This is an optimization exercise on Yosys and OpenROAD, whose aim is small area and a short achievable clock period, not a production implementation.
The RTL was checked by simulation tests, not by an equivalence proof against the original design.
Power and IR drop assume default switching activity.

==> design.v <==
module Core(
  input         clock,
  input         reset,
  output [31:0] io_imem_addr,
  input  [31:0] io_imem_inst,
  output [31:0] io_dmem_addr,
  input  [31:0] io_dmem_rdata,
  output        io_dmem_wen,
  output [31:0] io_dmem_wdata,
  output        io_exit
);
  wire [31:0] inst = io_imem_inst;
  wire [6:0]  opc  = inst[6:0];
  wire [2:0]  f3   = inst[14:12];
  wire [4:0]  rd   = inst[11:7];
  wire [4:0]  rs1  = inst[19:15];
  wire [4:0]  rs2  = inst[24:20];
  reg  [31:0] pc;
  wire is_lui   = opc == 7'b0110111;
  wire is_auipc = opc == 7'b0010111;
  wire is_jal   = opc == 7'b1101111;
  wire is_jalr  = opc == 7'b1100111;
  wire is_br    = opc == 7'b1100011;
  wire is_lw    = opc == 7'b0000011;
  wire is_sw    = opc == 7'b0100011;
  wire is_opi   = opc == 7'b0010011;
  wire is_op    = opc == 7'b0110011;
  wire is_alu   = is_op | is_opi;
  wire [31:0] wd;
  wire        we = is_lui | is_auipc | is_jal | is_jalr | is_lw | is_alu;
  wire [31:0] sel1, sel2, wsel;
  genvar gi, gb;
  generate
    for (gi = 0; gi < 32; gi = gi + 1) begin : g_dec
      assign sel1[gi] = rs1 == gi;
      assign sel2[gi] = rs2 == gi;
      assign wsel[gi] = we & (rd == gi);
    end
  endgenerate
  wire [31:0] rf_q [0:31];
  assign rf_q[0] = 32'h0;
  generate
    for (gi = 1; gi < 32; gi = gi + 1) begin : g_rf
      reg  [31:0] r;
      wire [31:0] d;
      wire        wen  = wsel[gi];
      wire        wenb = ~wsel[gi];
      for (gb = 0; gb < 32; gb = gb + 1) begin : g_bit
        c_a22o u_h (.a1(wen), .a2(wd[gb]), .b1(wenb), .b2(r[gb]), .x(d[gb]));
      end
      always @(posedge clock) r <= d;
      assign rf_q[gi] = r;
    end
  endgenerate
  wire [31:0] rs1_v, rs2_v;
  generate
    for (gb = 0; gb < 32; gb = gb + 1) begin : g_rd
      wire [10:0] t1, t2;
      for (gi = 0; gi < 11; gi = gi + 1) begin : g_grp
        if (gi < 10) begin : g3
          c_aoi222 u1 (.a1(sel1[3*gi+1]), .a2(rf_q[3*gi+1][gb]), .b1(sel1[3*gi+2]), .b2(rf_q[3*gi+2][gb]),
                       .c1(sel1[3*gi+3]), .c2(rf_q[3*gi+3][gb]), .y(t1[gi]));
          c_aoi222 u2 (.a1(sel2[3*gi+1]), .a2(rf_q[3*gi+1][gb]), .b1(sel2[3*gi+2]), .b2(rf_q[3*gi+2][gb]),
                       .c1(sel2[3*gi+3]), .c2(rf_q[3*gi+3][gb]), .y(t2[gi]));
        end else begin : g1
          assign t1[gi] = ~(sel1[31] & rf_q[31][gb]);
          assign t2[gi] = ~(sel2[31] & rf_q[31][gb]);
        end
      end
      wire [2:0] u1, u2;
      wire       v1n, v2n;
      c_nand4 n10 (.a(t1[0]), .b(t1[1]), .c(t1[2]), .d(t1[3]), .y(u1[0]));
      c_nand4 n11 (.a(t1[4]), .b(t1[5]), .c(t1[6]), .d(t1[7]), .y(u1[1]));
      c_nand3 n12 (.a(t1[8]), .b(t1[9]), .c(t1[10]), .y(u1[2]));
      assign v1n = ~(u1[0] | u1[1] | u1[2]);
      c_nand4 n20 (.a(t2[0]), .b(t2[1]), .c(t2[2]), .d(t2[3]), .y(u2[0]));
      c_nand4 n21 (.a(t2[4]), .b(t2[5]), .c(t2[6]), .d(t2[7]), .y(u2[1]));
      c_nand3 n22 (.a(t2[8]), .b(t2[9]), .c(t2[10]), .y(u2[2]));
      assign v2n = ~(u2[0] | u2[1] | u2[2]);
      assign rs1_v[gb] = ~v1n;
      assign rs2_v[gb] = ~v2n;
    end
  endgenerate
  wire        s_imm  = ~opc[6] & opc[5] & ~opc[4];   
  wire [31:0] imm_is = {{21{inst[31]}}, inst[30:25], s_imm ? inst[11:7] : inst[24:20]};
  wire [31:0] agen   = rs1_v + imm_is;
  wire [31:0] imm_i  = {{21{inst[31]}}, inst[30:20]};
  wire [31:0] op2    = opc[5] ? rs2_v : imm_i;
  wire        f3_slt = f3[2:1] == 2'b01;
  wire        sub    = is_br | (is_alu & f3_slt) | (is_op & (f3 == 3'b000) & inst[30]);
  wire [31:0] opb    = op2 ^ {32{sub}};
  wire [32:0] sum    = {1'b0, rs1_v} + {1'b0, opb} + {32'h0, sub};
  wire [31:0] p      = rs1_v ^ opb;
  wire [31:0] g      = rs1_v & opb;
  wire        ltu    = ~sum[32];
  wire        lt     = (rs1_v[31] ^ op2[31]) ? rs1_v[31] : sum[31];
  wire        eq     = &p;    
  wire        shl    = ~f3[2];
  wire [4:0]  shamt  = op2[4:0];
  wire        fill_n = ~(inst[30] & rs1_v[31] & ~shl);
  wire [31:0] s0n, s1, s2n, s3, s4n, shr;
  generate
    for (gb = 0; gb < 32; gb = gb + 1) begin : g_sh
      c_mux2i m0 (.a0(rs1_v[gb]), .a1(rs1_v[31-gb]), .s(shl), .y(s0n[gb]));
      c_mux2i m1 (.a0(s0n[gb]), .a1(gb + 1  < 32 ? s0n[(gb+1)  % 32] : fill_n),  .s(shamt[0]), .y(s1[gb]));
      c_mux2i m2 (.a0(s1[gb]),  .a1(gb + 2  < 32 ? s1[(gb+2)   % 32] : ~fill_n), .s(shamt[1]), .y(s2n[gb]));
      c_mux2i m3 (.a0(s2n[gb]), .a1(gb + 4  < 32 ? s2n[(gb+4)  % 32] : fill_n),  .s(shamt[2]), .y(s3[gb]));
      c_mux2i m4 (.a0(s3[gb]),  .a1(gb + 8  < 32 ? s3[(gb+8)   % 32] : ~fill_n), .s(shamt[3]), .y(s4n[gb]));
      c_mux2i m5 (.a0(s4n[gb]), .a1(gb + 16 < 32 ? s4n[(gb+16) % 32] : fill_n),  .s(shamt[4]), .y(shr[gb]));
    end
  endgenerate
  wire [31:0] pc4    = pc + 32'd4;
  wire [31:0] imm_b  = {{20{inst[31]}}, inst[7], inst[30:25], inst[11:8], 1'b0};
  wire [31:0] imm_j  = {{12{inst[31]}}, inst[19:12], inst[20], inst[30:21], 1'b0};
  wire [31:0] imm_u  = {inst[31:12], 12'h0};
  wire [31:0] pcimm  = pc + (opc[2] ? (opc[3] ? imm_j : imm_u) : imm_b);
  reg brt;
  always @(*) begin
    case (f3)
      3'b000: brt = eq;
      3'b001: brt = ~eq;
      3'b100: brt = lt;
      3'b101: brt = ~lt;
      3'b110: brt = ltu;
      3'b111: brt = ~ltu;
      default: brt = 1'b0;
    endcase
  end
  wire w_lw   = ~opc[4] & ~opc[2];            
  wire w_lui  = is_lui;
  wire w_aui  = is_auipc;
  wire w_jmp  = opc[6] & opc[2];
  wire w_sum  = is_alu & (f3 == 3'b000);
  wire w_shr  = is_alu & (f3 == 3'b101);
  wire w_shl  = is_alu & (f3 == 3'b001);
  wire w_p    = is_alu & f3[2] & ~f3[0];      
  wire w_g    = is_alu & f3[2] & f3[1];       
  wire w_slt  = is_alu & (f3 == 3'b010);
  wire w_sltu = is_alu & (f3 == 3'b011);
  wire slt_v  = (w_slt & lt) | (w_sltu & ltu);
  generate
    for (gb = 0; gb < 32; gb = gb + 1) begin : g_wb
      wire ta, tb, tc;
      c_aoi222 ua (.a1(w_lw), .a2(io_dmem_rdata[gb]), .b1(w_aui), .b2(pcimm[gb]), .c1(w_jmp), .c2(pc4[gb]), .y(ta));
      c_aoi222 ub (.a1(w_sum), .a2(sum[gb]), .b1(w_p), .b2(p[gb]), .c1(w_g), .c2(g[gb]), .y(tb));
      if (gb >= 12) begin : g_hi
        c_aoi222 uc (.a1(w_shr), .a2(shr[gb]), .b1(w_shl), .b2(shr[31-gb]), .c1(w_lui), .c2(imm_u[gb]), .y(tc));
      end else if (gb == 0) begin : g_lo0
        c_aoi222 uc (.a1(w_shr), .a2(shr[gb]), .b1(w_shl), .b2(shr[31-gb]), .c1(1'b1), .c2(slt_v), .y(tc));
      end else begin : g_lo
        c_aoi22 uc (.a1(w_shr), .a2(shr[gb]), .b1(w_shl), .b2(shr[31-gb]), .y(tc));
      end
      assign wd[gb] = ~(ta & tb & tc);
    end
  endgenerate
  wire n_jalr = is_jalr;
  wire n_tk   = is_jal | (is_br & brt);
  wire n_seq  = ~(is_jalr | n_tk);
  wire [31:0] pc_d;
  generate
    for (gb = 0; gb < 32; gb = gb + 1) begin : g_pc
      wire t;
      c_aoi222 u (.a1(n_jalr), .a2(gb == 0 ? 1'b0 : agen[gb]), .b1(n_tk), .b2(pcimm[gb]), .c1(n_seq), .c2(pc4[gb]), .y(t));
      assign pc_d[gb] = ~(t | reset);
    end
  endgenerate
  always @(posedge clock) pc <= pc_d;
  assign io_imem_addr  = pc;
  assign io_dmem_addr  = agen;
  assign io_dmem_wen   = is_sw;
  assign io_dmem_wdata = rs2_v;
  assign io_exit       = inst == 32'h34333231 | inst == 32'h00100073;
endmodule
module c_a22o(input a1, input a2, input b1, input b2, output x);
  assign x = (a1 & a2) | (b1 & b2);
endmodule
module c_aoi22(input a1, input a2, input b1, input b2, output y);
  assign y = ~((a1 & a2) | (b1 & b2));
endmodule
module c_aoi222(input a1, input a2, input b1, input b2, input c1, input c2, output y);
  assign y = ~((a1 & a2) | (b1 & b2) | (c1 & c2));
endmodule
module c_mux2i(input a0, input a1, input s, output y);
  assign y = ~(s ? a1 : a0);
endmodule
module c_nand4(input a, input b, input c, input d, output y);
  assign y = ~(a & b & c & d);
endmodule
module c_nand3(input a, input b, input c, output y);
  assign y = ~(a & b & c);
endmodule
==> flow/run.sh <==
#!/bin/bash
# Own layout flow: the standard synthesis unchanged, then the standard ORFS
# layout with two changes: ports are buffered with buf_4 instead of the
# buffer_ports default, and timing repair may resize across cell footprints.
set -euo pipefail
bash standard.sh synth > synth.log 2>&1
bash standard.sh MATCH_CELL_FOOTPRINT=0 "BUFFER_PORTS_ARGS=-buffer_cell sky130_fd_sc_hd__buf_4" finish > layout.log 2>&1
==> standard.sh <==
#!/bin/bash
# synth_recipe.tcl (not shown) runs the flow's synth.tcl, then flattens the netlist and writes it again
# the make line also repeats each setting of config.mk as NAME=value (left out here)
make -C /OpenROAD-flow-scripts/flow DESIGN_CONFIG=/design/flow/config.mk WORK_HOME=/design/flow/orfs CLKGATE_MAP_FILE= SYNTH_SCRIPT=/design/flow/synth_recipe.tcl "${@:-finish}"
==> config.mk <==
export PLATFORM = sky130hd
export DESIGN_NAME = Core
export DESIGN_NICKNAME = Core
export VERILOG_FILES = /design/flow/design.v
export SDC_FILE = /design/flow/constraint.sdc
export NUM_CORES = 4
export LEC_CHECK = 0
export CAP_MARGIN = 20
export CELL_PAD_IN_SITES_DETAIL_PLACEMENT = 1
export CELL_PAD_IN_SITES_GLOBAL_PLACEMENT = 2
export CORE_MARGIN = 2
export CORE_UTILIZATION = 40
export PLACE_DENSITY = 0.5
export SETUP_SLACK_MARGIN = 2.0
export SLEW_MARGIN = 20
export SYNTH_HIERARCHICAL = 1
==> constraint.sdc <==
create_clock -name core_clock -period 11.0 [get_ports {clock}]
set_input_delay 2.2000 -clock core_clock [delete_from_list [all_inputs] [get_ports {clock}]]
set_output_delay 2.2000 -clock core_clock [all_outputs]
set_load 0.01 [all_outputs]
==> results.txt, run 1 <==
setup TNS=0 ns; global-route wire length before repair=387000 um; Seq/Total Area, Yosys=42.5%; number of buffers created by CTS=112; H-tree depth=3; Die Ht=351 um; total placed cells including tap cells=6458; unrepaired setup endpoints after global routing=yes; post-route ant nets=0; share of the synthesized area in the top cell type=42.5%; Core Area=120000 sq um; Clk Tree Root Cell=clkbuf_16; GRT overflow=0; CP max stage delay=0.59 ns; Mapped Cells=4522; Finished Cell Area=59700 sq um; Peak Freq=109 MHz; post-synth top area cell=dfxtp_1; EDFF count, synth=0; Synth Register Bits=1024; mapped cell area=48300 sq um; Critical Path AT=6.97 ns; peak supply drop=124 uV; GR Util met2=62.9%; layout cells sized above 1=18.3%; die area=123000 sq um; Finish-stage setup viols=0; Ys Warns=7; met1 global-route usage=58.5%; Distinct cells, synth=81; deepest clock path buffer count=3; clk slew on worst S/H paths=0.05 ns; drt pass-1 iters=11; vias in the first global route=48900; # DRC=0; Critical Path, Cell by Cell=buf_12 > or3b_4 > buf_12 > nor2_4 > a222oi_1 > nand4_1 > or3_4 > ha_1 > o21ai_1 > a21oi_2 > a2111oi_4 > nor4b_4 > o41ai_4 > buf_4 > buf_4 > buf_6 > o21bai_4 > a21oi_4 > xnor2_2 > buf_4; Async SR Flop Fraction=0%; fin cells=6809; P per Cell Area=143 nW/um^2; Final GP Congestion=1.03; nets=5259; status=finished clean; dominant cells by area after synthesis=dfxtp_1, a22o_1, a222oi_1, mux2i_1, ha_1; Top Ports=164; Pleak=23.3 nW; Worst slew margin=18.0%; Vias/cell=7.65; DR WL/cell=41.2 um; number of max-cap violations=0; min Tclk post-route=9.17 ns; Slew @ Worst Pin=1.22 ns; Starting Density=40.3%; vias=52121; Tot Pwr=8.56 mW; DRC marker count from the first detailed-route iteration=10306; Max Slew Vio Count=0; Top FF cell, synth=dfxtp_1; Hold Slack=0.498 ns; CP dominant cell by count=buf_4; Crit Path Class=input port to output pin; Crit path required time=8.80 ns; Hold WC Path Type=flip-flop to flip-flop; Buffers on Ports=163; Layout area overhead=23.7%; Total GRT Usage=43.4%; skew final=0.0617 ns; fin crit share=83.4%; Syn Area/Cell=10.7 sq um; final wirelength=281000 um; routing usage on met3=10.5%; CTS tree=yes; Chip Width=351 um; DP HPWL=187000 um; largest fanout on the critical path=7; GR peak layer=met2; area post-placement=53700 sq um; Crit. End Element=output pin; largest net degree at the start of global routing=40; Rows=127; commonest cells in the netlist=dfxtp_1, a22o_1, a222oi_1, mux2i_1, nand2_1; most common cell in the synthesized netlist=dfxtp_1; number of fill cells in the layout=12921; CTS Sinks=1024; clock latency on the worst-skew pair=0.78 ns; Slowest-stage cell, CP=or3_4; Startpoint Class=input port; final hold vios=0; initial antenna violation count=12
[worst max-delay path: cells and delay by family]
kind / cells / cell delay [ns]
buffers and inverters: 6 / 0.80
XOR/XNOR: 1 / 0.16
adder cells (fa/ha/maj): 1 / 0.33
AND/OR/NAND/NOR: 5 / 1.62
AO/OA/AOI/OAI: 7 / 1.85
[flip-flops by register name (all words and copies together), names as in the netlist]
signal and cells:
pc 32, g_rf.r 992
[timing repair]
item	4_1_cts	5_1_grt
hold buffers	0	0
pin swaps	82	94
setup buffers	81	42
gates resized for setup	108	67
cloned	5	7
setup endpoints to repair	27	203
[report_power, final]
part | internal (mW) | switching (mW)
registers | 3.77 | 0.0565
clock network | 2.29 | 1.70
logic | 0.245 | 0.507
total | 6.30 | 2.26
[modules after synthesis, one instance, submodules excluded]
module / cells inside / flip-flops and latches
c_aoi22: 1 / 0
c_aoi222: 1 / 0
c_mux2i: 1 / 0
c_a22o: 1 / 0
c_nand4: 1 / 0
c_nand3: 1 / 0
Core: 2378 / 1024
[metrics by stage]
step                      setup WS, ns  util (%)
after CTS                         1.95      49.1
after detailed placement         0.479      44.8
after global placement           0.477      44.8
after global routing              1.85      49.8
final                             1.83      49.8
after floorplan                   2.03         -
[routing by layer]
metal	wire, um	up-vias
li1	-	21134
met1	111000	26288
met4	20200	8
met2	114000	3950
met5	50	-
met3	35400	741
[cell type report]
class	instances	area [sq um]	share of cell area, %
well taps	1612	2020	3.38
clock inverters	39	527	0.883
inverters	90	338	0.566
clock buffers	167	3300	5.53
diodes	9	22.5	0.0377
multi-input cells	3359	28600	47.9
flip-flops and latches	1024	20500	34.4
repair buffers	509	4370	7.32
[cells in the final DEF, fill, tap and decap left out, types with 19 or more instances in the layout]
cell type and instances:
buf_4 455, ha_1 81, clkbuf_16 118, dfxtp_1 1024
or3_4 19, a21oi_1 93, nor3_1 40, nand2_1 158
o21ai_0 34, nor2_4 66, a222oi_1 757, buf_12 29
a22o_1 992, nand2_2 20, nand3_1 100, nand4_1 151
a21o_1 42, nor2_1 112, xnor2_1 103, nand3_2 32
inv_1 87, xor2_1 34, or3_1 31, clkbuf_1 28
clkbuf_8 25, mux2i_1 200
[final timing paths]
| path | start | to | slack [ns] | cells after the start |
|---|---|---|---|---|
| worst min-delay path | g_rf[20].r[24]$_DFF_P_ | g_rf[20].r[24]$_DFF_P_ | 0.50 | 1 |
| worst max-delay path | io_imem_inst[16] | io_dmem_addr[24] | 1.83 | 20 |
| worst max register to register | g_rf[10].r[3]$_DFF_P_ | g_rf[8].r[29]$_DFF_P_ | 4.30 | 19 |
| worst min register to register | g_rf[20].r[24]$_DFF_P_ | g_rf[20].r[24]$_DFF_P_ | 0.50 | 1 |
[logic make-up (layout without fill, tap and decap cells)]
family                   Yosys count  after routing  share of synthesized area (%)
AO/OA/AOI/OAI                   2053           2053                           38.0
flip-flops                      1024           1024                           42.5
AND/OR/NAND/NOR                  840            848                           8.67
multiplexers                     208            208                           4.34
XOR/XNOR                         150            150                           2.72
buffers and inverters            147            805                           1.17
adder cells (fa/ha/maj)           98             98                           2.58
other                              2             11                         0.0156
==> run 2: changes to the inputs <==
--- a/config.mk
+++ b/config.mk
@@ -8,7 +8,5 @@
 export CAP_MARGIN = 20
-export CELL_PAD_IN_SITES_DETAIL_PLACEMENT = 1
-export CELL_PAD_IN_SITES_GLOBAL_PLACEMENT = 2
 export CORE_MARGIN = 2
-export CORE_UTILIZATION = 40
-export PLACE_DENSITY = 0.5
+export CORE_UTILIZATION = 35
+export PLACE_DENSITY = 0.4
 export SETUP_SLACK_MARGIN = 2.0
==> results.txt, run 2 <==
Worst slew margin=13.9% (-4.1 points); GRT overflow=0 (unchanged); Reg2Reg Setup Slack=4.51 ns (+0.21 ns); Tot Pwr=8.89 mW (+3.8%); fin crit share=83.4% (about the same); EDFF count, synth=0 (unchanged); Finish-stage setup viols=0 (unchanged); clock latency on the worst-skew pair=0.77 ns (about the same); number of buffers created by CTS=116 (+3.6%); peak supply drop=128 uV (+3.1%); vias in the first global route=46117 (-5.7%); vias=50947 (-2.3%); Core Area=137000 sq um (+14%); Crit. End Element=output pin; die area=141000 sq um (+14%); Async SR Flop Fraction=0% (unchanged); fin util=43.6% (-6.2 points); Slew @ Worst Pin=1.29 ns (+0.0707 ns); Die Ht=375 um (+6.8%); Crit Path Class=input port to output pin; largest fanout on the critical path=6 (-1); Final GP Congestion=1.02 (-1.6%); P per Cell Area=149 nW/um^2 (+3.7%); unrepaired setup endpoints after global routing=yes; Largest regs=g_rf.r x992, pc x32; Buffers on Ports=163 (unchanged); CP delay by family, top=compound AO/OA/AOI/OAI gates; initial antenna violation count=15 (+3); CTS tree=yes; most common cell in the synthesized netlist=dfxtp_1; DP HPWL=189000 um (+0.98%); nets=5231 (-0.53%); number of fill cells in the layout=13155 (+1.8%); RR Startpoint=g_rf[19].r[16]$_DFF_P_; DRC marker count from the first detailed-route iteration=11461 (+11%); Critical Path AT=6.98 ns (about the same); commonest cells in the netlist=dfxtp_1, a22o_1, a222oi_1, mux2i_1, nand2_1; mapped cell area=48300 sq um (unchanged); Crit path required time=8.80 ns (about the same); Slowest-stage cell, CP=or3_4; Pleak=23.1 nW (-1.0%); setup TNS=0 ns (unchanged); clk slew on worst S/H paths=0.06 ns (about the same); CP dominant cell by count=buf_12; Mapped Cells=4522 (unchanged); Peak Freq=109 MHz (about the same); Critical Path, Cell by Cell=buf_12 > or3b_4 > buf_12 > nor2_4 > a222oi_1 > nand4_1 > or3_4 > ha_4 > fa_2 > a211oi_4 > o21ai_4 > a2111oi_4 > nor4b_4 > o41ai_4 > o211ai_1 > a31o_1 > a21oi_2 > xnor2_2 > buf_4; crit path from=io_imem_inst[17]; CTS Hold Bufs=0 (unchanged); drt pass-1 iters=14 (+3); Top Ports=164 (unchanged); Seq/Total Area, Yosys=42.5% (unchanged); Multi-input gate area=28400 sq um (-0.52%); Chip Width=375 um (+6.8%); Startpoint Class=input port; CP max stage delay=0.52 ns (-0.07 ns); Syn Area/Cell=10.7 sq um (unchanged); most common cell after layout, fill and taps aside=dfxtp_1; Total GRT Usage=37.9% (-5.5 points); skew final=0.0550 ns (-0.00664 ns); DR WL/cell=40.4 um (-1.9%); Top FF cell, synth=dfxtp_1; dominant cells by area after synthesis=dfxtp_1, a22o_1, a222oi_1, mux2i_1, ha_1; Ys Warns=7 (unchanged); Most flops, register=g_rf.r; most frequent cells in the layout=dfxtp_1, a22o_1, a222oi_1, buf_4, mux2i_1; # DRC=0 (unchanged); global-route wire length before repair=383000 um (-0.86%); final wirelength=282000 um (+0.43%); post-route ant nets=0 (unchanged); largest net degree at the start of global routing=40 (unchanged); Synth Register Bits=1024 (unchanged); Rows=136 (+7.1%); Buf/Inv on CP=3 (-3); deepest clock path buffer count=3 (unchanged); Hold Slack=0.496 ns (-0.00231 ns); min-delay src=g_rf[19].r[28]$_DFF_P_; Largest register FFs=992 (unchanged); number of max-cap violations=0 (unchanged); min Tclk post-route=9.18 ns (+0.00512 ns); layout cells sized above 1=18.1% (-0.17 points); status=finished clean; Max Slew Vio Count=0 (unchanged); share of the synthesized area in the top cell type=42.5% (unchanged); Vias/cell=7.31 (-4.5%); post-synth top area cell=dfxtp_1; Clk Tree Root Cell=clkbuf_16; Distinct cells, synth=81 (unchanged); Layout area overhead=23.9%; Starting Density=35.2% (-5.1 points); final hold vios=0 (unchanged); Hold WC Path Type=flip-flop to flip-flop; H-tree depth=3 (unchanged); CTS Sinks=1024 (unchanged); register area=20500 sq um (unchanged)
-- run 2: cell types whose count changed in the layout (fill, tap and decap cells not counted), moves of 6 or more --
cell and change:
clkbuf_1 -15, nand3_2 -11, bufinv_16 +9, buf_12 -11
or3_1 -6, clkinv_1 +14, nand3_1 +12, inv_1 -13
buf_4 -14, clkinvlp_4 +6, clkinv_2 +6
-- run 2: power breakdown --
part / leakage, nW / internal, mW / total (mW) / switching [mW]
clock network: 2.09 / 2.60 / 4.34 / 1.74
logic: 12.7 / 0.234 / 0.723 / 0.489
registers: 8.26 / 3.77 / 3.83 / 0.0566
-- run 2: modules after synthesis, one instance, submodules excluded --
module	cells inside	area, sq um	flip-flops and latches	times used
c_mux2i	1	10.0	0	192
Core	2378	28800	1024	1
c_a22o	1	8.76	0	992
c_aoi22	1	12.5	0	11
c_nand4	1	6.26	0	128
c_nand3	1	5.00	0	64
c_aoi222	1	10.0	0	757
-- run 2: path summary, 6_finish.rpt --
check / to / cells after the start
worst max-delay path: io_dmem_addr[28] / 19
worst min register to register: g_rf[19].r[28]$_DFF_P_ / 1
worst max register to register: g_rf[12].r[0]$_DFF_P_ / 20
worst min-delay path: g_rf[19].r[28]$_DFF_P_ / 1
-- run 2: area by class of cell --
| class | instances | share of cell area [%] |
|---|---|---|
| antenna | 6 | 0.0251 |
| timing repair buffer | 481 | 6.62 |
| clock buffer | 161 | 5.73 |
| clock inverter | 60 | 1.43 |
| inverter | 90 | 0.565 |
| tap | 1794 | 3.75 |
| multi-input combinational | 3355 | 47.6 |
| sequential | 1024 | 34.3 |
-- run 2: logic make-up (layout without fill, tap and decap cells) --
family	count (synthesis)	in the layout	share of synthesized area, %
AOI/OAI and AO/OA	2053	2053	38.0
buffers and inverters	147	792	1.17
DFF	1024	1024	42.5
xor gates and xnor gates	150	150	2.72
muxes	208	208	4.34
adders and majority gates	98	98	2.58
other	2	8	0.0156
and+or+nand+nor	840	844	8.67
-- run 2: repair_timing --
item                       in CTS  in global routing
buffers inserted               41                 51
setup endpoints to repair      25                207
pin swaps                      54                 85
gates cloned                    4                  3
gates resized for setup        75                 72
-- run 2: metrics by stage --
stage | cells | area (sq um) | setup slack [ns]
2_1_floorplan | 4522 | 48300 | 2.03
3_3_place_gp | 6642 | 53900 | 0.676
3_5_place_dp | 6645 | 53900 | 0.680
4_1_cts | 6911 | 58900 | 1.92
5_1_grt | 6965 | 59800 | 1.78
6_report | 6971 | 59800 | 1.82
-- run 2: metal layers --
layer	up-vias	share of wire, %	routed length [um]	GRT usage [%]
met5	-	0.028	80	0
met4	12	6.7	18900	21.6
met3	661	12	33300	8.50
met2	3746	41	115000	54.1
met1	25389	41	115000	52.3
li1	21139	-	-	-
==> run 3: changes to the inputs <==
--- a/design.v
+++ b/design.v
@@ -85,3 +85,4 @@
   wire [31:0] imm_is = {{21{inst[31]}}, inst[30:25], s_imm ? inst[11:7] : inst[24:20]};
-  wire [31:0] agen   = rs1_v + imm_is;
+  wire [31:0] agen;
+  add_ks32 u_agen (.a(rs1_v), .b(imm_is), .s(agen));
   wire [31:0] imm_i  = {{21{inst[31]}}, inst[30:20]};
@@ -91,6 +92,5 @@
   wire [31:0] opb    = op2 ^ {32{sub}};
-  wire [32:0] sum    = {1'b0, rs1_v} + {1'b0, opb} + {32'h0, sub};
-  wire [31:0] p      = rs1_v ^ opb;
-  wire [31:0] g      = rs1_v & opb;
-  wire        ltu    = ~sum[32];
+  wire [31:0] sum, p, g;
+  wire        ltu;
+  add_ks32c u_alu (.a(rs1_v), .b(opb), .cin(sub), .s(sum), .p(p), .g(g), .cout_n(ltu));
   wire        lt     = (rs1_v[31] ^ op2[31]) ? rs1_v[31] : sum[31];
@@ -191 +191,127 @@
 endmodule
+module add_ks32(input [31:0] a, input [31:0] b, output [31:0] s);
+  wire [31:0] p, g;
+  wire [31:0] g1n, p1n, g2, p2, g3n, p3n, g4, p4, g5n;
+  genvar i;
+  generate
+    for (i = 0; i < 32; i = i + 1) begin : l
+      c_ha h (.a(a[i]), .b(b[i]), .s(p[i]), .c(g[i]));
+      if (i >= 1) begin : l1
+        c_a21oi gg (.a1(p[i]), .a2(g[i-1]), .b1(g[i]), .y(g1n[i]));
+        c_nand2 pp (.a(p[i]), .b(p[i-1]), .y(p1n[i]));
+      end else begin : l1b
+        c_inv gg (.a(g[i]), .y(g1n[i]));
+        assign p1n[i] = 1'b1;
+      end
+      if (i >= 2) begin : l2
+        c_o21ai gg (.a1(p1n[i]), .a2(g1n[i-2]), .b1(g1n[i]), .y(g2[i]));
+        c_nor2 pp (.a(p1n[i]), .b(p1n[i-2]), .y(p2[i]));
+      end else begin : l2b
+        c_inv gg (.a(g1n[i]), .y(g2[i]));
+        assign p2[i] = 1'b0;
+      end
+      if (i >= 4) begin : l3
+        c_a21oi gg (.a1(p2[i]), .a2(g2[i-4]), .b1(g2[i]), .y(g3n[i]));
+        c_nand2 pp (.a(p2[i]), .b(p2[i-4]), .y(p3n[i]));
+      end else begin : l3b
+        c_inv gg (.a(g2[i]), .y(g3n[i]));
+        assign p3n[i] = 1'b1;
+      end
+      if (i >= 8) begin : l4
+        c_o21ai gg (.a1(p3n[i]), .a2(g3n[i-8]), .b1(g3n[i]), .y(g4[i]));
+        c_nor2 pp (.a(p3n[i]), .b(p3n[i-8]), .y(p4[i]));
+      end else begin : l4b
+        c_inv gg (.a(g3n[i]), .y(g4[i]));
+        assign p4[i] = 1'b0;
+      end
+      if (i >= 16) begin : l5
+        c_a21oi gg (.a1(p4[i]), .a2(g4[i-16]), .b1(g4[i]), .y(g5n[i]));
+      end else begin : l5b
+        c_inv gg (.a(g4[i]), .y(g5n[i]));
+      end
+      if (i == 0) begin : s0
+        assign s[i] = p[i];
+      end else begin : sx
+        c_xnor2 x (.a(p[i]), .b(g5n[i-1]), .y(s[i]));
+      end
+    end
+  endgenerate
+endmodule
+module add_ks32c(input [31:0] a, input [31:0] b, input cin, output [31:0] s, output [31:0] p, output [31:0] g, output cout_n);
+  wire g0c;   
+  c_a21o gc (.a1(p[0]), .a2(cin), .b1(g[0]), .x(g0c));
+  wire [31:0] g1n, p1n, g2, p2, g3n, p3n, g4, p4, g5n;
+  genvar i;
+  generate
+    for (i = 0; i < 32; i = i + 1) begin : l
+      c_ha h (.a(a[i]), .b(b[i]), .s(p[i]), .c(g[i]));
+      if (i >= 1) begin : l1
+        c_a21oi gg (.a1(p[i]), .a2(i == 1 ? g0c : g[i-1]), .b1(g[i]), .y(g1n[i]));
+        c_nand2 pp (.a(p[i]), .b(p[i-1]), .y(p1n[i]));
+      end else begin : l1b
+        c_inv gg (.a(g0c), .y(g1n[i]));
+        assign p1n[i] = 1'b1;
+      end
+      if (i >= 2) begin : l2
+        c_o21ai gg (.a1(p1n[i]), .a2(g1n[i-2]), .b1(g1n[i]), .y(g2[i]));
+        c_nor2 pp (.a(p1n[i]), .b(p1n[i-2]), .y(p2[i]));
+      end else begin : l2b
+        c_inv gg (.a(g1n[i]), .y(g2[i]));
+        assign p2[i] = 1'b0;
+      end
+      if (i >= 4) begin : l3
+        c_a21oi gg (.a1(p2[i]), .a2(g2[i-4]), .b1(g2[i]), .y(g3n[i]));
+        c_nand2 pp (.a(p2[i]), .b(p2[i-4]), .y(p3n[i]));
+      end else begin : l3b
+        c_inv gg (.a(g2[i]), .y(g3n[i]));
+        assign p3n[i] = 1'b1;
+      end
+      if (i >= 8) begin : l4
+        c_o21ai gg (.a1(p3n[i]), .a2(g3n[i-8]), .b1(g3n[i]), .y(g4[i]));
+        c_nor2 pp (.a(p3n[i]), .b(p3n[i-8]), .y(p4[i]));
+      end else begin : l4b
+        c_inv gg (.a(g3n[i]), .y(g4[i]));
+        assign p4[i] = 1'b0;
+      end
+      if (i >= 16) begin : l5
+        c_a21oi gg (.a1(p4[i]), .a2(g4[i-16]), .b1(g4[i]), .y(g5n[i]));
+      end else begin : l5b
+        c_inv gg (.a(g4[i]), .y(g5n[i]));
+      end
+      if (i == 0) begin : s0
+        c_xor2 x (.a(p[i]), .b(cin), .y(s[i]));
+      end else begin : sx
+        c_xnor2 x (.a(p[i]), .b(g5n[i-1]), .y(s[i]));
+      end
+    end
+  endgenerate
+  assign cout_n = g5n[31];
+endmodule
+module c_ha(input a, input b, output s, output c);
+  assign s = a ^ b;
+  assign c = a & b;
+endmodule
+module c_a21oi(input a1, input a2, input b1, output y);
+  assign y = ~((a1 & a2) | b1);
+endmodule
+module c_o21ai(input a1, input a2, input b1, output y);
+  assign y = ~((a1 | a2) & b1);
+endmodule
+module c_nand2(input a, input b, output y);
+  assign y = ~(a & b);
+endmodule
+module c_nor2(input a, input b, output y);
+  assign y = ~(a | b);
+endmodule
+module c_inv(input a, output y);
+  assign y = ~a;
+endmodule
+module c_xnor2(input a, input b, output y);
+  assign y = ~(a ^ b);
+endmodule
+module c_a21o(input a1, input a2, input b1, output x);
+  assign x = (a1 & a2) | b1;
+endmodule
+module c_xor2(input a, input b, output y);
+  assign y = a ^ b;
+endmodule
--- a/config.mk
+++ b/config.mk
@@ -8,6 +8,10 @@
 export CAP_MARGIN = 20
+export CELL_PAD_IN_SITES_DETAIL_PLACEMENT = 1
+export CELL_PAD_IN_SITES_GLOBAL_PLACEMENT = 2
 export CORE_MARGIN = 2
-export CORE_UTILIZATION = 35
-export PLACE_DENSITY = 0.4
-export SETUP_SLACK_MARGIN = 2.0
+export CORE_UTILIZATION = 40
+export CTS_BUF_LIST = sky130_fd_sc_hd__clkbuf_8
+export CTS_CLUSTER_SIZE = 20
+export PLACE_DENSITY = 0.5
+export SETUP_SLACK_MARGIN = 3.0
 export SLEW_MARGIN = 20
==> results.txt, run 3 <==
DP HPWL=199000 um (+5.4%); Place WS=1.10 ns (+0.422 ns); final wirelength=303000 um (+7.5%); Distinct cells, synth=61 (-25%); Mapped Cells=4739 (+4.8%); mapped cell area=49300 sq um (+2.2%); Buffers on Ports=163 (unchanged); CP delay by family, top=simple AND/OR/NAND/NOR gates; deepest clock path buffer count=3 (unchanged); Largest register FFs=992 (unchanged); Startpoint Class=input port; Die Ht=355 um (-5.4%); Max Slew Vio Count=0 (unchanged); Slowest-stage cell, CP=nand4_1; Most flops, register=g_rf.r; Worst slew margin=15.4% (+1.4 points); Layout area overhead=27.8%; most common cell in the synthesized netlist=dfxtp_1; largest fanout on the critical path=6 (unchanged); unrepaired setup endpoints after global routing=yes; Crit. End Element=output pin; setup TNS=0 ns (unchanged); Final GP Congestion=1.02 (+0.13%); number of buffers created by CTS=177 (+53%); Chip Width=355 um (-5.4%); global-route wire length before repair=414000 um (+7.9%); H-tree depth=4 (+1); Core Area=122000 sq um (-11%); Total GRT Usage=45.6% (+7.7 points); EDFF count, synth=0 (unchanged); Peak Freq=117 MHz (+7.1%); CTS Sinks=1024 (unchanged); clock latency on the worst-skew pair=0.96 ns (+0.19 ns); P per Cell Area=135 nW/um^2 (-9.2%); dominant cells by area after synthesis=dfxtp_1, a22o_1, a222oi_1, mux2i_1, a21oi_2; nets=5630 (+7.6%); Finish-stage setup viols=0 (unchanged); drt pass-1 iters=13 (-1); DR WL/cell=41.8 um (+3.4%); initial antenna violation count=25 (+10); final hold vios=0 (unchanged); Slew @ Worst Pin=1.27 ns (-0.0213 ns); post-synth top area cell=dfxtp_1; vias=55116 (+8.2%); Starting Density=40.4% (+5.2 points); min Tclk post-route=8.57 ns (-0.611 ns); vias in the first global route=52118 (+13%); Synth Register Bits=1024 (unchanged); setup ws final=2.43 ns (+0.611 ns); CP dominant cell by count=buf_4; Hold WC Path Type=flip-flop to flip-flop; Hold Slack=0.497 ns (+0.00161 ns); Seq/Total Area, Yosys=41.6% (-0.90 points); Clk Tree Root Cell=clkbuf_8; Rows=128 (-5.9%); number of max-cap violations=0 (unchanged); GRT overflow=0 (unchanged); most common cell after layout, fill and taps aside=dfxtp_1; share of the synthesized area in the top cell type=41.6% (-0.90 points); Pleak=24.3 nW (+5.4%); clk slew on worst S/H paths=0.06 ns (about the same); Ys Warns=7 (unchanged); commonest cells in the netlist=dfxtp_1, a22o_1, a222oi_1, nand2_1, nor2_1; fin crit share=77.9% (-5.6 points); Crit path required time=8.80 ns (about the same); Top FF cell, synth=dfxtp_1; CTS tree=yes; most frequent cells in the layout=dfxtp_1, a22o_1, a222oi_1, buf_4, clkbuf_8; largest net degree at the start of global routing=44 (+10%); DRC marker count from the first detailed-route iteration=10937 (-4.6%); CTS Hold Bufs=0 (unchanged); layout cells sized above 1=25.9% (+7.8 points); Crit Path Class=input port to output pin; post-route ant nets=0 (unchanged); # DRC=0 (unchanged); Vias/cell=7.61 (+4.1%); CP max stage delay=0.78 ns (+0.26 ns); Syn Area/Cell=10.4 sq um (-2.5%); Critical Path AT=6.37 ns (-0.61 ns); Async SR Flop Fraction=0% (unchanged); Largest regs=g_rf.r x992, pc x32; status=finished clean; skew final=0.0388 ns (-0.0163 ns); Critical Path, Cell by Cell=buf_12 > or2_4 > buf_8 > nor2_4 > buf_4 > a222oi_1 > nand4_1 > or3_4 > ha_4 > a21oi_4 > o21ai_4 > a21oi_2 > buf_4 > o21ai_2 > a21oi_2 > xnor2_2 > buf_4; Buf/Inv on CP=5 (+2); die area=126000 sq um (-10%); Top Ports=164 (unchanged); peak supply drop=135 uV (+5.8%)
## run 3: path summary, 6_finish.rpt
kind | from | endpoint | slack [ns] | cells past startpoint
hold reg to reg | g_rf[25].r[5]$_DFF_P_ | g_rf[25].r[5]$_DFF_P_ | 0.50 | 1
setup / recovery | io_imem_inst[18] | io_dmem_addr[31] | 2.43 | 17
hold / removal | g_rf[25].r[5]$_DFF_P_ | g_rf[25].r[5]$_DFF_P_ | 0.50 | 1
setup reg to reg | g_rf[10].r[5]$_DFF_P_ | pc[16]$_DFF_P_ | 4.70 | 22
## run 3: modules after synthesis, one instance, submodules excluded, excerpt
module,flops+latches,cell area (sq um),copies in the design,cells
c_a21o,0,7.51,1,1
c_ha,0,12.5,64,1
add_ks32,0,7.51,1,1
c_inv,0,3.75,62,1
c_a22o,0,8.76,992,1
c_nand3,0,5.00,64,1
c_xnor2,0,8.76,62,1
c_nor2,0,3.75,86,1
## run 3: final cells by class
class | instances | area (sq um)
Clock buffer | 231 | 3180
Multi-Input combinational cell | 3536 | 31000
Clock inverter | 88 | 668
Antenna cell | 14 | 35.0
Sequential cell | 1024 | 20500
Inverter | 133 | 504
Fill cell | 13278 | 59000
Timing Repair Buffer | 596 | 5070
Tap cell | 1625 | 2030
## run 3: cell families (layout without fill, tap and decap cells)
logic type | after synthesis | after routing | share of synthesized area [%]
buffers and inverters | 186 | 1048 | 1.45
AO/OA/AOI/OAI | 2145 | 2145 | 38.7
adder cells (fa/ha/maj) | 97 | 97 | 2.47
XOR/XNOR | 147 | 147 | 2.61
multiplexers | 208 | 210 | 4.25
AND/OR/NAND/NOR | 930 | 935 | 8.97
flip-flops | 1024 | 1024 | 41.6
other | 2 | 16 | 0.0152
## run 3: layer usage
layer	routed length [um]	GRT usage (%)	up-vias
met5	241	0.566	-
met1	113000	56.8	27790
li1	-	-	22140
met3	42300	18.1	965
met2	123000	63.7	4203
met4	24300	32.5	18
## run 3: timing repair
item | CTS | global route
cloned | 8 | 2
pin swaps | 192 | 143
resized for setup | 348 | 140
hold endpoints to repair | 0 | 0
setup buffers | 136 | 73
setup endpoints to repair | 593 | 174
## run 3: metrics by stage
step	cell area (sq um)	utilization [%]	power, mW	cells
5_1_grt	63000	51.6	8.71	7236
3_5_place_dp	54800	44.9	4.59	6694
6_report	63000	51.6	8.51	7247
2_1_floorplan	49400	-	4.25	4739
3_3_place_gp	54800	44.9	4.59	6693
4_1_cts	61700	50.5	8.44	7157
## run 3: power breakdown
group / leakage, nW / internal [mW] / switching (mW)
combinational: 13.9 / 0.285 / 0.563
sequential: 8.26 / 3.77 / 0.0559
clock: 2.18 / 2.06 / 1.77
==> run 4: changes to the inputs <==
--- a/design.v
+++ b/design.v
@@ -54,3 +54,3 @@
   endgenerate
-  wire [31:0] rs1_v, rs2_v;
+  wire [31:0] rs1_v, rs2_v, rs1_n;
   generate
@@ -79,2 +79,3 @@
       assign v2n = ~(u2[0] | u2[1] | u2[2]);
+      assign rs1_n[gb] = v1n;
       assign rs1_v[gb] = ~v1n;
@@ -86,3 +87,3 @@
   wire [31:0] agen;
-  add_ks32 u_agen (.a(rs1_v), .b(imm_is), .s(agen));
+  add_ks32 u_agen (.an(rs1_n), .b(imm_is), .s(agen));
   wire [31:0] imm_i  = {{21{inst[31]}}, inst[30:20]};
@@ -166,3 +167,5 @@
   endgenerate
-  always @(posedge clock) pc <= pc_d;
+  reg [31:1] pc_r;
+  always @(posedge clock) pc_r <= pc_d[31:1];
+  always @(*) pc = {pc_r, 1'b0};
   assign io_imem_addr  = pc;
@@ -191,4 +194,5 @@
 endmodule
-module add_ks32(input [31:0] a, input [31:0] b, output [31:0] s);
+module add_ks32(input [31:0] an, input [31:0] b, output [31:0] s);
   wire [31:0] p, g;
+  wire [31:0] bn = ~b;
   wire [31:0] g1n, p1n, g2, p2, g3n, p3n, g4, p4, g5n;
@@ -197,3 +201,3 @@
     for (i = 0; i < 32; i = i + 1) begin : l
-      c_ha h (.a(a[i]), .b(b[i]), .s(p[i]), .c(g[i]));
+      c_han h (.an(an[i]), .b(b[i]), .bn(bn[i]), .s(p[i]), .c(g[i]));
       if (i >= 1) begin : l1
@@ -289,2 +293,6 @@
 endmodule
+module c_han(input an, input b, input bn, output s, output c);
+  assign s = ~(an ^ b);
+  assign c = ~(an | bn);
+endmodule
 module c_ha(input a, input b, output s, output c);
==> flow/run.sh (replaced) <==
#!/bin/bash
# Own layout flow: the standard synthesis unchanged, then the standard ORFS
# layout with these changes: ports are buffered with buf_4 instead of the
# buffer_ports default, timing repair may resize across cell footprints, and
# clock tree synthesis inserts no dummy load cells.
set -euo pipefail
bash standard.sh synth > synth.log 2>&1
bash standard.sh MATCH_CELL_FOOTPRINT=0 \
  "BUFFER_PORTS_ARGS=-buffer_cell sky130_fd_sc_hd__buf_4" \
  "CTS_ARGS=-sink_clustering_enable -repair_clock_nets -dont_use_dummy_load -buf_list sky130_fd_sc_hd__clkbuf_8" \
  finish > layout.log 2>&1
--- a/config.mk
+++ b/config.mk
@@ -12,4 +12,2 @@
 export CORE_UTILIZATION = 40
-export CTS_BUF_LIST = sky130_fd_sc_hd__clkbuf_8
-export CTS_CLUSTER_SIZE = 20
 export PLACE_DENSITY = 0.5
==> results.txt, run 4 <==
Finish-stage setup viols=0 (unchanged); Slew @ Worst Pin=1.25 ns (-0.0218 ns); Worst slew margin=16.5% (+1.2 points); Slowest-stage cell, CP=xnor2_2; GRT overflow=0 (unchanged); die area=127000 sq um (+0.68%); Pleak=23.9 nW (-1.6%); area post-placement=55100 sq um (+0.58%); vias in the first global route=52998 (+1.7%); DP HPWL=196000 um (-1.1%); DRC marker count from the first detailed-route iteration=11736 (+7.3%); Largest register FFs=992 (unchanged); fin cells=7319 (+0.99%); Core Area=123000 sq um (+1.2%); number of buffers created by CTS=177 (unchanged); number of max-cap violations=0 (unchanged); setup ws final=2.16 ns (-0.273 ns); most common cell after layout, fill and taps aside=dfxtp_1; status=finished clean; Starting Density=40.2% (-0.19 points); Final GP Congestion=1.05 (+3.0%); CP delay by family, top=simple AND/OR/NAND/NOR gates; Startpoint Class=input port; Top Ports=164 (unchanged); H-tree depth=4 (unchanged); P per Cell Area=126 nW/um^2 (-6.6%); number of fill cells in the layout=13491 (+1.6%); Hold Slack=0.495 ns (-0.00242 ns); nets=5799 (+3.0%); initial antenna violation count=25 (unchanged); CTS Sinks=1023 (-0.098%); global-route wire length before repair=426000 um (+2.9%); drt pass-1 iters=14 (+1); peak supply drop=115 uV (-15%); Ys Warns=7 (unchanged); Finished Cell Area=62700 sq um (-0.41%); DR WL/cell=42.9 um (+2.6%); Syn Area/Cell=10.2 sq um (-1.6%); Largest regs=g_rf.r x992, pc_r x31; Mapped Cells=4848 (+2.3%); # DRC=0 (unchanged); clock latency on the worst-skew pair=0.95 ns (about the same); Hold WC Path Type=flip-flop to flip-flop; layout cells sized above 1=25.8% (-0.058 points); setup TNS=0 ns (unchanged); CP max stage delay=0.45 ns (-0.33 ns); fin util=50.8% (-0.81 points); skew final=0.142 ns (+0.103 ns); Buffers on Ports=162 (-0.61%); deepest clock path buffer count=3 (unchanged); most frequent cells in the layout=dfxtp_1, a22o_1, a222oi_1, buf_4, nand2_1; Chip Width=356 um (+0.34%); Layout area overhead=26.4%; post-route ant nets=0 (unchanged); Crit. End Element=output pin; final hold vios=0 (unchanged); final wirelength=314000 um (+3.6%); mapped cell area=49600 sq um (+0.69%); Rows=129 (+0.78%); Clk Tree Root Cell=clkbuf_8; Vias/cell=7.75 (+1.9%); Buf/Inv on CP=7 (+2); Most flops, register=g_rf.r; min Tclk post-route=8.84 ns (+0.273 ns); vias=56695 (+2.9%); Crit Path Class=input port to output pin; CP dominant cell by count=buf_4; CTS Hold Bufs=0 (unchanged); CTS tree=yes; Place WS=0.804 ns (-0.298 ns); largest fanout on the critical path=11 (+5); Peak Freq=113 MHz (-3.1%); largest net degree at the start of global routing=48 (+9.1%); Crit path required time=8.80 ns (about the same); total placed cells including tap cells=6797 (+1.5%); fin crit share=80.4% (+2.5 points); Die Ht=356 um (+0.34%); Critical Path AT=6.64 ns (+0.27 ns); Tot Pwr=7.91 mW (-7.0%); clk slew on worst S/H paths=0.05 ns (about the same); Max Slew Vio Count=0 (unchanged); Critical Path, Cell by Cell=buf_6 > or3b_4 > buf_12 > buf_12 > nor2_4 > buf_4 > a222oi_1 > nand4_1 > or3_4 > inv_1 > xnor2_2 > nand2_1 > nor2_4 > nand2_1 > nor2_1 > a21oi_2 > xnor2_2 > buf_4 > buf_4; unrepaired setup endpoints after global routing=yes; Total GRT Usage=47.0% (+1.3 points)
[run 4: worst paths after layout]
check,from,to,slack (ns),cells past startpoint
worst max-delay path,io_imem_inst[15],io_dmem_addr[26],2.16,19
worst min register to register,g_rf[29].r[20]$_DFF_P_,g_rf[29].r[20]$_DFF_P_,0.49,1
worst max register to register,g_rf[4].r[12]$_DFF_P_,pc_r[15]$_DFF_P_,4.74,20
worst min-delay path,g_rf[29].r[20]$_DFF_P_,g_rf[29].r[20]$_DFF_P_,0.49,1
[run 4: repair_timing]
| item | CTS | global route |
|---|---|---|
| pin swaps | 162 | 148 |
| gates resized for setup | 293 | 165 |
| endpoints found under the setup margin | 895 | 148 |
| cloned | 34 | 5 |
| buffers inserted | 208 | 80 |
[run 4: metal layers]
metal  vias to the layer above  part of all wire (%)  GRT usage, %
li1                      22471                     -             -
met1                     28496                    37          58.9
met2                      4673                    40          65.4
met3                      1039                    14          17.5
met4                        16                   8.6          34.7
met5                         -                 0.037             0
[run 4: area by class of cell]
| cell class | count | area (sq um) | area share [%] |
|---|---|---|---|
| antenna | 15 | 37.5 | 0.0598 |
| timing repair buffer | 657 | 5730 | 9.14 |
| tap | 1637 | 2050 | 3.26 |
| clock buffer | 177 | 2440 | 3.88 |
| inverter | 182 | 718 | 1.14 |
| multi-input combinational | 3628 | 31300 | 49.9 |
| sequential | 1023 | 20500 | 32.6 |
[run 4: report_power, final]
part | switching, mW | internal [mW]
Sequential | 0.0833 | 3.79
Clock | 1.54 | 1.41
Combinational | 0.735 | 0.361
Total | 2.36 | 5.56
==> run 5: changes to the inputs <==
--- a/design.v
+++ b/design.v
@@ -74,3 +74,3 @@
       c_nand3 n12 (.a(t1[8]), .b(t1[9]), .c(t1[10]), .y(u1[2]));
-      assign v1n = ~(u1[0] | u1[1] | u1[2]);
+      c_nor3  n13 (.a(u1[0]), .b(u1[1]), .c(u1[2]), .y(v1n));
       c_nand4 n20 (.a(t2[0]), .b(t2[1]), .c(t2[2]), .d(t2[3]), .y(u2[0]));
@@ -325 +325,4 @@
 endmodule
+module c_nor3(input a, input b, input c, output y);
+  assign y = ~(a | b | c);
+endmodule
==> results.txt, run 5 <==
Ys Warns=7 (unchanged); Clk Tree Root Cell=clkbuf_8; skew final=0.112 ns (-0.0296 ns); Hold WC Path Type=flip-flop to flip-flop; P per Cell Area=126 nW/um^2 (about the same); Pleak=24.5 nW (+2.3%); Final GP Congestion=1.04 (-1.1%); Largest register FFs=992 (unchanged); mapped cell area=49600 sq um (about the same); Top Ports=164 (unchanged); min Tclk post-route=8.51 ns (-0.330 ns); number of fill cells in the layout=13382 (-0.81%); Worst slew margin=18.0% (+1.5 points); DRC marker count from the first detailed-route iteration=10796 (-8.0%); Critical Path AT=6.31 ns (-0.33 ns); nets=5734 (-1.1%); Chip Width=356 um (about the same); most common cell after layout, fill and taps aside=dfxtp_1; number of buffers created by CTS=180 (+1.7%); die area=127000 sq um (about the same); layout cells sized above 1=25.1% (-0.68 points); Slew @ Worst Pin=1.23 ns (-0.0184 ns); Peak Freq=118 MHz (+3.9%); peak supply drop=134 uV (+17%); global-route wire length before repair=416000 um (-2.2%); largest net degree at the start of global routing=48 (unchanged); Die Ht=356 um (about the same); unrepaired setup endpoints after global routing=yes; status=finished clean; vias in the first global route=51685 (-2.5%); most frequent cells in the layout=dfxtp_1, a22o_1, a222oi_1, buf_4, mux2i_1; fin crit share=77.4% (-3.0 points); Syn Area/Cell=10.3 sq um (+0.57%); post-route ant nets=0 (unchanged); register area=20500 sq um (unchanged); Finished Cell Area=62700 sq um (about the same); total placed cells including tap cells=6790 (-0.10%); fin util=50.8% (about the same); Mapped Cells=4818 (-0.62%); Tot Pwr=7.91 mW (about the same); Most flops, register=g_rf.r; drt pass-1 iters=13 (-1); final wirelength=307000 um (-2.2%); Rows=129 (unchanged); Total GRT Usage=46.0% (-1.0 points); Largest regs=g_rf.r x992, pc_r x31; H-tree depth=4 (unchanged); vias=55480 (-2.1%); GRT overflow=0 (unchanged); final hold vios=0 (unchanged); setup TNS=0 ns (unchanged); Multi-input gate area=31100 sq um (-0.62%); Crit path required time=8.80 ns (about the same); Buffers on Ports=162 (unchanged); Core Area=123000 sq um (-0.13%); largest fanout on the critical path=18 (+7); clock latency on the worst-skew pair=0.96 ns (about the same); clk slew on worst S/H paths=0.05 ns (about the same); Crit. End Element=output pin; number of max-cap violations=0 (unchanged); CTS tree=yes; area post-placement=55100 sq um (about the same); DR WL/cell=42.4 um (-1.2%); Finish-stage setup viols=0 (unchanged); Crit Path Class=input port to output pin; # DRC=0 (unchanged); fin cells=7244 (-1.0%); Vias/cell=7.66 (-1.1%); initial antenna violation count=17 (-32%); Startpoint Class=input port; DP HPWL=198000 um (+0.93%); Starting Density=40.2% (about the same); CTS Sinks=1023 (unchanged); deepest clock path buffer count=3 (unchanged); Layout area overhead=26.4% (about the same); Max Slew Vio Count=0 (unchanged)
## run 5: cell types whose count changed in the layout (fill, tap and decap cells not counted), moves of 11 or more
| cell | before | now |
|---|---|---|
| buf_4 | 568 | 521 |
| or3_4 | 44 | 8 |
| nor2_4 | 122 | 98 |
| buf_6 | 37 | 57 |
| inv_1 | 161 | 181 |
| nor3_4 | 5 | 25 |
| nand2_1 | 213 | 196 |
| xnor2_4 | 20 | 36 |
| nor3_2 | 4 | 19 |
| ha_1 | 44 | 58 |
| inv_4 | 14 | 1 |
| buf_12 | 42 | 54 |
| nor2_2 | 34 | 22 |
| ha_2 | 15 | 4 |
## run 5: cell type report
class                           instances  area share [%]
Antenna cell                            5          0.0200
Clock buffer                          180            3.95
Inverter                              193            1.16
Multi-Input combinational cell       3563            49.6
Sequential cell                      1023            32.7
Tap cell                             1637            3.27
Timing Repair Buffer                  643            9.35
## run 5: per-layer routing
metal	wire length [um]	up-vias	GRT usage (%)
met1	115000	28016	58.8
met2	125000	4262	65.0
met4	24500	14	31.0
met5	126	-	0.222
met3	42300	928	15.6
li1	-	22260	-
## run 5: repair_timing
| action | CTS | global route |
|---|---|---|
| pin swaps | 189 | 159 |
| setup endpoints to repair | 304 | 105 |
| cloned | 15 | 5 |
| resized for setup | 319 | 174 |
| buffers inserted | 148 | 101 |
| hold buffers | 0 | 0 |
## run 5: final timing paths
kind	startpoint	end	slack, ns	depth (start not counted)
worst max-delay path	io_imem_inst[17]	io_dmem_addr[29]	2.49	17
worst min register to register	g_rf[11].r[9]$_DFF_P_	g_rf[11].r[9]$_DFF_P_	0.49	1
worst min-delay path	g_rf[11].r[9]$_DFF_P_	g_rf[11].r[9]$_DFF_P_	0.49	1
worst max register to register	g_rf[10].r[23]$_DFF_P_	pc_r[25]$_DFF_P_	4.91	23
## run 5: critical path, cell delays in order
cell	delay, ns
buf_12	0.12
or3b_4	0.30
buf_6	0.12
nor2_4	0.06
buf_6	0.20
a222oi_1	0.50
nand4_1	0.65
nor3_4	0.42
buf_12	0.17
xnor2_4	0.20
nand2_2	0.19
o21ai_2	0.25
a21oi_2	0.08
o21ai_2	0.21
a21oi_2	0.11
xnor2_2	0.30
buf_4	0.18
## run 5: through the flow
| stage | hold slack [ns] | setup slack [ns] |
|---|---|---|
| 2_1_floorplan | 0.460 | 3.06 |
| 3_3_place_gp | 0.473 | 1.01 |
| 3_5_place_dp | 0.481 | 1.26 |
| 4_1_cts | 0.497 | 2.83 |
| 5_1_grt | 0.509 | 2.57 |
| 6_report | 0.494 | 2.49 |
## run 5: report_power, final
part           total, mW  internal [mW]  switching, mW
clock               2.97           1.43           1.54
combinational       1.06          0.361          0.704
sequential          3.88           3.79         0.0838
==> run 6: changes to the inputs <==
--- a/design.v
+++ b/design.v
@@ -30,3 +30,23 @@
   wire        we = is_lui | is_auipc | is_jal | is_jalr | is_lw | is_alu;
-  wire [31:0] sel1, sel2, wsel;
+  wire [31:0] sel1, sel2, wsel;       
+  wire [31:0] sel1l, sel2l;            
+  wire [3:0] pa1n, pa2n;
+  wire [7:0] pb1n, pb2n;
+  genvar gj;
+  generate
+    for (gj = 0; gj < 4; gj = gj + 1) begin : g_pa
+      assign pa1n[gj] = ~(rs1[1:0] == gj);
+      assign pa2n[gj] = ~(rs2[1:0] == gj);
+    end
+    for (gj = 0; gj < 8; gj = gj + 1) begin : g_pb
+      assign pb1n[gj] = ~(rs1[4:2] == gj);
+      assign pb2n[gj] = ~(rs2[4:2] == gj);
+    end
+    for (gj = 0; gj < 32; gj = gj + 1) begin : g_sel
+      c_nor2 s1h (.a(pa1n[gj % 4]), .b(pb1n[gj / 4]), .y(sel1[gj]));
+      c_nor2 s1l (.a(pa1n[gj % 4]), .b(pb1n[gj / 4]), .y(sel1l[gj]));
+      c_nor2 s2h (.a(pa2n[gj % 4]), .b(pb2n[gj / 4]), .y(sel2[gj]));
+      c_nor2 s2l (.a(pa2n[gj % 4]), .b(pb2n[gj / 4]), .y(sel2l[gj]));
+    end
+  endgenerate
   genvar gi, gb;
@@ -34,4 +54,2 @@
     for (gi = 0; gi < 32; gi = gi + 1) begin : g_dec
-      assign sel1[gi] = rs1 == gi;
-      assign sel2[gi] = rs2 == gi;
       assign wsel[gi] = we & (rd == gi);
@@ -57,2 +75,4 @@
     for (gb = 0; gb < 32; gb = gb + 1) begin : g_rd
+      wire [31:0] q1 = gb < 16 ? sel1l : sel1;
+      wire [31:0] q2 = gb < 16 ? sel2l : sel2;
       wire [10:0] t1, t2;
@@ -60,9 +80,9 @@
         if (gi < 10) begin : g3
-          c_aoi222 u1 (.a1(sel1[3*gi+1]), .a2(rf_q[3*gi+1][gb]), .b1(sel1[3*gi+2]), .b2(rf_q[3*gi+2][gb]),
-                       .c1(sel1[3*gi+3]), .c2(rf_q[3*gi+3][gb]), .y(t1[gi]));
-          c_aoi222 u2 (.a1(sel2[3*gi+1]), .a2(rf_q[3*gi+1][gb]), .b1(sel2[3*gi+2]), .b2(rf_q[3*gi+2][gb]),
-                       .c1(sel2[3*gi+3]), .c2(rf_q[3*gi+3][gb]), .y(t2[gi]));
+          c_aoi222 u1 (.a1(q1[3*gi+1]), .a2(rf_q[3*gi+1][gb]), .b1(q1[3*gi+2]), .b2(rf_q[3*gi+2][gb]),
+                       .c1(q1[3*gi+3]), .c2(rf_q[3*gi+3][gb]), .y(t1[gi]));
+          c_aoi222 u2 (.a1(q2[3*gi+1]), .a2(rf_q[3*gi+1][gb]), .b1(q2[3*gi+2]), .b2(rf_q[3*gi+2][gb]),
+                       .c1(q2[3*gi+3]), .c2(rf_q[3*gi+3][gb]), .y(t2[gi]));
         end else begin : g1
-          assign t1[gi] = ~(sel1[31] & rf_q[31][gb]);
-          assign t2[gi] = ~(sel2[31] & rf_q[31][gb]);
+          assign t1[gi] = ~(q1[31] & rf_q[31][gb]);
+          assign t2[gi] = ~(q2[31] & rf_q[31][gb]);
         end
==> results.txt, run 6 <==
largest fanout on the critical path=16 (-2); Vias/cell=7.61 (-0.67%); Starting Density=40.4% (+0.13 points); routing usage on met3=12.2% (-3.4 points); Largest register FFs=992 (unchanged); layout cells sized above 1=23.3% (-1.9 points); number of fill cells in the layout=13432 (+0.37%); Layout area overhead=23.9%; Worst slew margin=24.2% (+6.2 points); most common cell after layout, fill and taps aside=dfxtp_1; unrepaired setup endpoints after global routing=yes; Max Slew Vio Count=0 (unchanged); min Tclk post-route=8.45 ns (-0.0607 ns); skew final=0.138 ns (+0.0257 ns); clock latency on the worst-skew pair=0.98 ns (+0.02 ns); fin crit share=76.8% (-0.55 points); Crit Path Class=input port to output pin; CTS Sinks=1023 (unchanged); Syn Area/Cell=10.2 sq um (-1.0%); initial antenna violation count=12 (-5); Ys Warns=7 (unchanged); DR WL/cell=40.4 um (-4.7%); RR Startpoint=g_rf[19].r[8]$_DFF_P_; number of max-cap violations=0 (unchanged); final wirelength=292000 um (-4.9%); CTS tree=yes; Mapped Cells=4909 (+1.9%); # DRC=0 (unchanged); deepest clock path buffer count=3 (unchanged); Core Area=124000 sq um (+0.52%); status=finished clean; Hold Slack=0.497 ns (+0.00221 ns); P per Cell Area=122 nW/um^2 (-2.9%); Tot Pwr=7.60 mW (-4.0%); vias=54985 (-0.89%); GRT overflow=0 (unchanged); Critical Path AT=6.25 ns (-0.06 ns); Total GRT Usage=43.5% (-2.4 points); global-route wire length before repair=402000 um (-3.4%); Peak Freq=118 MHz (+0.72%); fin util=50.0% (-0.81 points); setup TNS=0 ns (unchanged); met1 global-route usage=56.7% (-2.1 points); post-route ant nets=0 (unchanged); DRC marker count from the first detailed-route iteration=11029 (+2.2%); Most flops, register=g_rf.r; min-delay src=g_rf[29].r[2]$_DFF_P_; Hold WC Path Type=flip-flop to flip-flop; Finish-stage setup viols=0 (unchanged); Chip Width=358 um (+0.42%); peak supply drop=117 uV (-13%); clk slew on worst S/H paths=0.06 ns (about the same); DP HPWL=194000 um (-2.2%); largest net degree at the start of global routing=48 (unchanged); Largest regs=g_rf.r x992, pc_r x31; Rows=129 (unchanged); GR Util met2=63.3% (-1.7 points); H-tree depth=4 (unchanged); Buffers on Ports=162 (unchanged); Pleak=23.7 nW (-2.9%); Startpoint Class=input port; drt pass-1 iters=12 (-1); number of buffers created by CTS=175 (-2.8%); Die Ht=358 um (+0.42%); most frequent cells in the layout=dfxtp_1, a22o_1, a222oi_1, buf_4, nand2_1; Top Ports=164 (unchanged); vias in the first global route=51625 (-0.12%); GR peak layer=met2; final hold vios=0 (unchanged); CTS Hold Bufs=0 (unchanged); Clk Tree Root Cell=clkbuf_8; Slew @ Worst Pin=1.14 ns (-0.0937 ns); nets=5719 (-0.26%); Crit. End Element=output pin; crit path from=io_imem_inst[15]; Crit path required time=8.80 ns (about the same); die area=128000 sq um (+0.85%); mapped cell area=50000 sq um (+0.86%); Final GP Congestion=1.01 (-2.4%)
## run 6: layout make-up
cell class | instances | area, sq um | share of cell area, %
multi-input cells | 3663 | 31500 | 50.8
flip-flops and latches | 1023 | 20500 | 33.0
repair buffers | 551 | 4930 | 7.95
clock buffers | 175 | 2410 | 3.88
well taps | 1637 | 2050 | 3.30
inverters | 175 | 662 | 1.07
diodes | 4 | 10.0 | 0.0161
## run 6: where the power goes
group	internal, mW	switching [mW]
registers	3.77	0.0575
clock network	1.39	1.53
logic	0.282	0.568
total	5.45	2.15
## run 6: metal layers
layer	vias up	wire length (um)
met4	4	22000
li1	22367	-
met2	4104	121000
met1	27566	113000
met5	-	76
met3	944	35900
## run 6: what timing repair did
action / in CTS / in global routing
endpoints found under the setup margin: 507 / 122
pin swaps: 152 / 148
buffers inserted: 122 / 37
resized for setup: 339 / 166
cloned: 4 / 4
## run 6: worst paths after layout
check	cells after the start	slack [ns]	endpoint
setup reg to reg	22	4.60	pc_r[28]$_DFF_P_
setup / recovery	18	2.55	io_dmem_addr[29]
hold / removal	1	0.50	g_rf[29].r[2]$_DFF_P_
hold reg to reg	1	0.50	g_rf[29].r[2]$_DFF_P_
## run 6: worst max-delay path, stage by stage
cell,delay [ns]
buf_12,0.13
nand2b_4,0.24
buf_6,0.16
buf_12,0.13
buf_4,0.12
nor2_4,0.10
a222oi_1,0.54
nand4_1,0.64
nor3_4,0.29
buf_4,0.21
xnor2_2,0.19
nand2_2,0.15
nor2_2,0.20
nand2_1,0.11
o21ai_1,0.17
a21oi_2,0.08
xnor2_2,0.36
buf_4,0.20
## run 6: per-stage QoR
stage | setup WS (ns) | std cells | cell area (sq um)
detailed placement | 0.879 | 6882 | 55300
global route | 2.63 | 7227 | 62000
finish | 2.55 | 7228 | 62000
CTS | 2.89 | 7183 | 60800
floorplan | 3.00 | 4911 | 50100
global placement | 0.696 | 6882 | 55300

port drivers added, routing unchanged:
Ports are ideal in the flow. The routed layouts listed here were re-timed in OpenROAD.
Step 1 assumes that a clkbuf_16 drives the clock port and a buf_2 every other input.
Step 2 times the ports against the registers' clock, not the clock port: input delays grow and output delays shrink by t, the midpoint of the rising clock arrivals with the driver on.
Slacks: ideal ports / drivers / drivers and shift; pairs: ideal ports / drivers.
| run | t (ns) | slack for setup (ns) | clock arrival spread, ns | slew at the worst register clock pin (ns) | cell pins on the clock port's net |
|---|---|---|---|---|---|
| run 1 | 0.827 | 1.826 / 1.716 / 1.204 | 0.062 / 0.062 | 0.08 / 0.08 | 1 |
| run 2 | 0.817 | 1.821 / 1.677 / 1.337 | 0.055 / 0.055 | 0.07 / 0.07 | 1 |
| run 3 | 1.027 | 2.433 / 2.289 / 1.936 | 0.039 / 0.039 | 0.08 / 0.08 | 1 |
| run 4 | 0.960 | 2.160 / 2.004 / 1.947 | 0.142 / 0.142 | 0.08 / 0.08 | 1 |
| run 5 | 0.974 | 2.490 / 2.361 / 2.023 | 0.112 / 0.112 | 0.07 / 0.07 | 1 |
| run 6 | 0.986 | 2.551 / 2.351 / 1.904 | 0.138 / 0.138 | 0.07 / 0.07 | 1 |
After both steps setup and hold are still met in every run listed. The setup slack of run 6, which loses most, moves by -0.200 ns with the drivers and by -0.647 ns with both steps.
